This design comes from an exercise in tuning for small area on the open sky130 flow, not from production work.
Function was checked by simulation only, so behaviour that the tests miss may differ from the original.
No activity file was given, so power comes from the tool's default toggle rates.

// hyper_bus
module hyper_bus #(
    parameter HBRAM_FRE   = 200_000_000,
    parameter BIT_WIDTH   = 16,
    parameter INIT_NUM    = 256,
    parameter LATENCY     = 7,
    parameter STRENGTH    = "34_ohms",
    parameter BURST_MODE  = "legacy",
    parameter BURST_LEN   = 16,
    parameter REFRESH     = "Full_Array",
    parameter CLOCK_TYPE  = "Single_Ended",
    parameter MASK_WIDTH  = 4
) (
    input                              ram_clock,
    input                              ram_reset,
    input                              ram_en,
    input                              rw_ctrl,
    input      [31:0]                  ram_addr,
    input      [31:0]                  ram_burst_len,
    output                             ram_wr_valid,
    input      [BIT_WIDTH * 2 - 1 : 0] ram_wr_data,
    output reg                         ram_rd_valid,
    output reg [BIT_WIDTH * 2 - 1 : 0] ram_rd_data,
    input      [MASK_WIDTH - 1 : 0]    ram_data_mask,
    output reg                         hbc_cal_pass,
    output reg                         ctrl_idle,
    output                             hbc_ck_p_hi,
    output                             hbc_ck_p_lo,
    output                             hbc_ck_n_hi,
    output                             hbc_ck_n_lo,
    output                             hbc_cs_n,
    output                             hbc_rst_n,
    output     [BIT_WIDTH - 1 : 0]     hbc_dq_en,
    output     [BIT_WIDTH - 1 : 0]     hbc_dq_out_hi,
    output     [BIT_WIDTH - 1 : 0]     hbc_dq_out_lo,
    input      [BIT_WIDTH - 1 : 0]     hbc_dq_in_hi,
    input      [BIT_WIDTH - 1 : 0]     hbc_dq_in_lo,
    output     [BIT_WIDTH/8 - 1 : 0]   hbc_rwds_en,
  ...
Size: about 440 cells after synthesis, ~240 I/O pins, ~4800 sq um of cells after synthesis.
==> flow/config.mk <==
export PLATFORM = sky130hd
export DESIGN_NAME = hyper_bus
export DESIGN_NICKNAME = hyper_bus
export VERILOG_FILES = /design/flow/design.v
export SDC_FILE = /design/flow/constraint.sdc
export NUM_CORES = 4
export LEC_CHECK = 0
export ABC_AREA = 1
export CAP_MARGIN = 20
export CORE_MARGIN = 2
export CORE_UTILIZATION = 40
export PLACE_DENSITY = 0.6
export SLEW_MARGIN = 20
==> flow/constraint.sdc <==
create_clock -name core_clock -period 5.0 [get_ports {ram_clock}]
set_input_delay 1.0000 -clock core_clock [delete_from_list [all_inputs] [get_ports {ram_clock}]]
set_output_delay 1.0000 -clock core_clock [all_outputs]
set_load 0.01 [all_outputs]
standard.sh (not shown) runs the stock make flow with config.mk's settings and CLKGATE_MAP_FILE= SYNTH_SCRIPT=/design/flow/synth_recipe.tcl, a recipe that flattens the netlist after the stock synthesis.
==> flow/flow/run.sh <==
#!/bin/bash
# The standard layout (standard.sh, with synth_recipe.tcl as the synthesis
# script, so the same Yosys passes and registers) with area-related changes:
#  - ABC maps the combinational logic with an area-oriented script
#    (flow/abc_area.script: deepsyn + choice-based area mapping); ORFS reads it
#    from a copy of its scripts folder, otherwise unchanged
#  - port buffers use the smallest buffer cell (every port still gets one)
#  - clock tree synthesis uses no dummy loads
# Each tool's log stays under orfs/logs/; make's own output goes to make_finish.log.
set -uo pipefail
here=$(pwd)
rm -rf "$here/orfs_scripts"
cp -r "$FLOW_HOME/scripts" "$here/orfs_scripts"
cp "$here/flow/abc_area.script" "$here/orfs_scripts/abc_area.script"
export SCRIPTS_DIR="$here/orfs_scripts"
export BUFFER_PORTS_ARGS="-buffer_cell sky130_fd_sc_hd__buf_1"
export DONT_USE_CELLS="sky130_fd_sc_hd__buf_4 sky130_fd_sc_hd__buf_6 sky130_fd_sc_hd__buf_8 sky130_fd_sc_hd__buf_12 sky130_fd_sc_hd__buf_16"
export CTS_ARGS="-sink_clustering_enable -sink_clustering_size 12 -sink_clustering_max_diameter 60 -repair_clock_nets -dont_use_dummy_load -buf_list {sky130_fd_sc_hd__clkbuf_8} -root_buf sky130_fd_sc_hd__clkbuf_8 -sink_clustering_buffer sky130_fd_sc_hd__clkbuf_8"
bash standard.sh > make_finish.log 2>&1
st=$?
cp -r orfs/logs orfs_logs 2>/dev/null || true
exit $st
==> flow/flow/abc_area.script <==
strash
&get -n
&deepsyn -T 20
&put
dch -f
amap
topo
==> next run, changes <==
--- a/flow/flow/run.sh
+++ b/flow/flow/run.sh
@@ -16,3 +16,2 @@
 export BUFFER_PORTS_ARGS="-buffer_cell sky130_fd_sc_hd__buf_1"
-export DONT_USE_CELLS="sky130_fd_sc_hd__buf_4 sky130_fd_sc_hd__buf_6 sky130_fd_sc_hd__buf_8 sky130_fd_sc_hd__buf_12 sky130_fd_sc_hd__buf_16"
 export CTS_ARGS="-sink_clustering_enable -sink_clustering_size 12 -sink_clustering_max_diameter 60 -repair_clock_nets -dont_use_dummy_load -buf_list {sky130_fd_sc_hd__clkbuf_8} -root_buf sky130_fd_sc_hd__clkbuf_8 -sink_clustering_buffer sky130_fd_sc_hd__clkbuf_8"
- CORE_UTILIZATION: 40 -> 70
- PLACE_DENSITY: 0.6 -> 0.85
After rerunning: Via count went up by a few percent; count of clock-buffer cells in the layout stays the same; total power stays flat; setup slack is better by 20 ps; register-to-register slack is better by 250 ps; utilization went up by 37 points.
==> next run, changes <==
- CORE_UTILIZATION: 70 -> 40
- PLACE_DENSITY: 0.85 -> 0.6
Outcome:
- design area goes up slightly
- synthesized cell count stays the same
- setup slack degrades by 20 ps
- register-to-register slack degrades by 250 ps
- sequential power is about the same
- flip-flop and latch count stays the same
==> next run, changes <==
- CORE_UTILIZATION: 40 -> 60
- PLACE_DENSITY: 0.6 -> 0.75
Result: The new run produced a clean layout; first-iteration DRC count goes up by 51%; clock-buffer cell count does not change; area after synthesis does not change; power goes down by 0.42%; routed wire length goes down by 1.8%; final area goes down by 0.85%; via count goes up by 0.83%; setup slack gains 32 ps.

-- separate check: timing with driven ports --
The flow's constraints put no driver on any port. The routed layouts listed below were extracted and timed again, unchanged, in two steps. Step 1 (the two cells are an assumption about what drives the block):
set clk [get_ports {ram_clock}]
set_driving_cell -lib_cell sky130_fd_sc_hd__clkbuf_16 $clk
set_driving_cell -lib_cell sky130_fd_sc_hd__buf_2 [delete_from_list [all_inputs] $clk]
Step 2 times the ports against the registers' clock, not the clock port: input delays grow and output delays shrink by t, the midpoint of the rising clock arrivals with the driver on. Three values: no drivers, after step 1, after step 2; two values: the first two.
run | t, ns | setup slack, ns | pins driven straight from the clock port
the first run | 0.397 | 0.324 / 0.291 / 0.689 | 1
the second run | 0.398 | 0.344 / 0.311 / 0.709 | 1
the third run | 0.397 | 0.324 / 0.291 / 0.689 | 1
the fourth run | 0.386 | 0.356 / 0.323 / 0.709 | 1
After both steps setup and hold are still met in every run listed.
